Context: an optimization exercise on an open-source flow, tuned for small area, a short achievable clock period and few clock cycles. The choices shown serve that exercise and are no tape-out recipe.
Only simulation tests tie the RTL to the original design; equivalence was not proved.
Power figures rest on the tool's default switching activity, not on a simulated workload.

== oak ==
## mu0
module mu0 (
    input clk,
    input rst,
    input overrideMemControl,
    input overrideMemRnW,
    input [15:0] overrideMemAddr,
    input [15:0] overrideMemDataIn,
    output [15:0] overrideMemDataOut,
    output reg done,
    input start,
    output reg [15:0] pc,
    output reg [15:0] acc
);
    reg [15:0] ir;
    reg accNz;   
    reg running;
    reg oldStart;
    wire restart = oldStart != start;
    wire [3:0] op = ir[15:12];
    wire taken = (op == 4'd4) ||
                 (op == 4'd5 && !acc[15]) ||
                 (op == 4'd6 && accNz);
    wire [4:0] seqAddr = pc[4:0] + {4'b0, op[3]};
    wire [4:0] fetchAddr = restart ? 5'd0 : (taken ? ir[4:0] : seqAddr);
    wire [15:0] nextPc = taken ? {4'b0, ir[11:0]} + 16'd1 : pc + (op[3] ? 16'd2 : 16'd1);
    wire we = running ? (op == 4'd1) : (overrideMemControl && !overrideMemRnW);
    wire [4:0] waddr = running ? ir[4:0] : overrideMemAddr[4:0];
    wire [15:0] wdata = running ? acc : overrideMemDataIn;
    reg [15:0] mem [0:31];
    always @(posedge clk) begin
        if (we) mem[waddr] <= wdata;
    end
    wire [511:0] words;
    genvar i;
    generate
  ...
For scale: ~86 I/O pins, about 26000 um^2 of cells after synthesis.
Settings: LEC_CHECK=0, CAP_MARGIN=20, CORE_MARGIN=2, CORE_UTILIZATION=30, CTS_CLUSTER_DIAMETER=100, CTS_CLUSTER_SIZE=24, SETUP_SLACK_MARGIN=2.65, SLEW_MARGIN=20, SYNTH_HIERARCHICAL=1, SYNTH_MINIMUM_KEEP_SIZE=0; clock period 7.5 ns.
run.sh (not shown) runs the stock make flow with config.mk's settings and CLKGATE_MAP_FILE= SYNTH_SCRIPT=/design/flow/synth_recipe.tcl, a recipe that flattens the netlist after the stock synthesis.
Testbench counts of oak, summed over its fixed seeds: cycles 16,649.
Input changes introduced in pine (baseline for comparison: oak):
Settings: CTS_CLUSTER_DIAMETER: 100 -> unset; CTS_CLUSTER_SIZE: 24 -> unset.
--- outcome ---
- From oak to pine the numbers moved as follows: worst-case reg-to-reg path depth shows an increase of 1; number of cells on the critical path increased 1; maximum operating frequency lower; post-cts resize count has decreased.
diff inputs: pine => birch
Settings: a change of SETUP_SLACK_MARGIN from 2.65 to 2.5.
==> run summary <==
- The worst hold slack after final layout on pine is in line with that on birch.
- Between birch and pine, it is birch whose share of the cycle needed by the critical path after routing is higher, by 0.33 points.
- birch: full flow OK, the timing, design-rule and antenna checks passed
- Status: count of non-filler cells in the finished layout parity (birch, pine)
- Compared with pine, in birch combinational power neither gained nor lost much, minimum clock period after layout picked up an extra 0.025 ns.
- The run with more routed wire is birch, not pine.
- In the metrics for birch and pine, the one carrying the higher end-of-flow core utilization is pine.
- Compared with pine, birch shows first-iteration DRC count that has gone down slightly.
- birch has fraction of standard cell area that is sequential above what pine had.
- For overall power of the completed layout, pine and birch come out practically identical.
- The cell with the biggest individual delay on the critical path comes out and4_4 in one run and dlygate4sd2_1 in the other, namely in pine and birch respectively.
- On cell area, pine loses to birch.
The inputs of maple differ from those of birch as listed below.
Settings: a change of CORE_UTILIZATION from 30 to 22.
Findings:
maple ends up with a total wire length after detailed routing that is 1600 um higher than in birch. The final area in maple sits 1600 um^2 above the value recorded for birch. Diff birch -> maple: cell count along the critical path went up, fraction of the core area covered by cells at the end of the flow went down. The fraction of met2 tracks used by global routing of maple falls short of that of birch by 8.4 points. maple ended up with a higher non-clock buffer count than birch did. A cell with the largest stage delay on the worst path of a21oi_1 is what maple shows, while dlygate4sd2_1 belongs to birch. From maple to birch, count of cells along the worst hold path did not move at all. | global-route usage | maple vs birch | 5.3 points lower |.
diff inputs: maple => cedar
Settings: a change of CORE_UTILIZATION from 22 to 45.
--- outcome ---
Run comparison: cedar kind of critical path in2out; maple kind of critical path in2reg
Cell depth of the worst flop-to-flop path was higher in the run labelled cedar.
maple → cedar: number of global-route vias before repair went down, area of all placed cells without fillers went down.


mu0 again, from the RTL that the note above started with.
// mu0
module mu0 (
    input clk,
    input rst,
    input overrideMemControl,
    input overrideMemRnW,
    input [15:0] overrideMemAddr,
    input [15:0] overrideMemDataIn,
    output [15:0] overrideMemDataOut,
    output reg done,
    input start,
    output reg [15:0] pc,
    output reg [15:0] acc
);
clock: 7.5 ns
lec_check: 0
cap_margin: 20
core_margin: 2
core_utilization: 30
setup_slack_margin: 2.8
slew_margin: 20
synth_hierarchical: 1
synth_minimum_keep_size: 0
The first run completed without violations.
Testbench counts at the start, summed over its fixed seeds: cycles 16,649.
Then changed:
Settings changed: CTS_CLUSTER_DIAMETER from default to 80, CTS_CLUSTER_SIZE from default to 20, SETUP_SLACK_MARGIN 2.8 to 2.65.
The changed run passed the timing, design-rule and antenna checks.
Register-to-register slack loses 30 ps.
Power shrinks by 8.9%.
Fmax shrinks by 1.6%.
Then changed:
Settings changed: CTS_CLUSTER_DIAMETER 80 to 110, CTS_CLUSTER_SIZE 20 to 27.
- wire length went down slightly
- die area stays the same
- synthesized cell count stays the same
- power shrinks by a few percent
- global-route usage goes down by 0.22 points
- first-iteration DRC count falls by a few percent
- clock power shrinks by about a fifth
- worst setup slack gets better by 51 ps

afterwards: timing with drivers on the ports:
In the flow no input, the clock included, has a driving cell. The finished layouts below were timed again as built, in two steps.
Step 1 assumes that a clkbuf_16 drives the clock port and a buf_2 every other input.
Step 2 also shifts input and output timing later by t, the mid clock arrival at the registers, as if the neighbouring blocks saw the same clock.
Three values: ideal, step 1, step 2; two values: the first two.
run	shift t [ns]	slack for setup (ns)	hold WS [ns]	worst setup path at the end	slew at the worst register clock pin (ns)
oak	0.686	2.619 / 2.434 / 1.814	0.501 / 0.501 / 0.501	input to register	0.11 / 0.11
pine	0.700	2.547 / 2.360 / 1.790	0.495 / 0.495 / 0.495	input to register	0.07 / 0.07
birch	0.700	2.522 / 2.347 / 1.763	0.495 / 0.495 / 0.495	input to register	0.07 / 0.07
maple	0.704	2.336 / 2.233 / 1.679	0.516 / 0.516 / 0.516	input to register	0.07 / 0.07
cedar	0.676	2.502 / 2.395 / 1.915	0.509 / 0.509 / 0.509	input to register	0.06 / 0.06
the first run of note 2	0.701	2.610 / 2.346 / 1.808	0.496 / 0.496 / 0.496	input to register	0.07 / 0.07
the second run of note 2	0.645	2.528 / 2.303 / 1.805	0.498 / 0.498 / 0.498	input to register	0.09 / 0.09
the third run of note 2	0.688	2.580 / 2.395 / 1.867	0.506 / 0.506 / 0.506	input to register	0.12 / 0.12
After both steps setup and hold are still met in every run listed. For oak, which loses most, drivers alone change the setup slack by -0.185 ns; drivers and shift together by -0.805 ns.
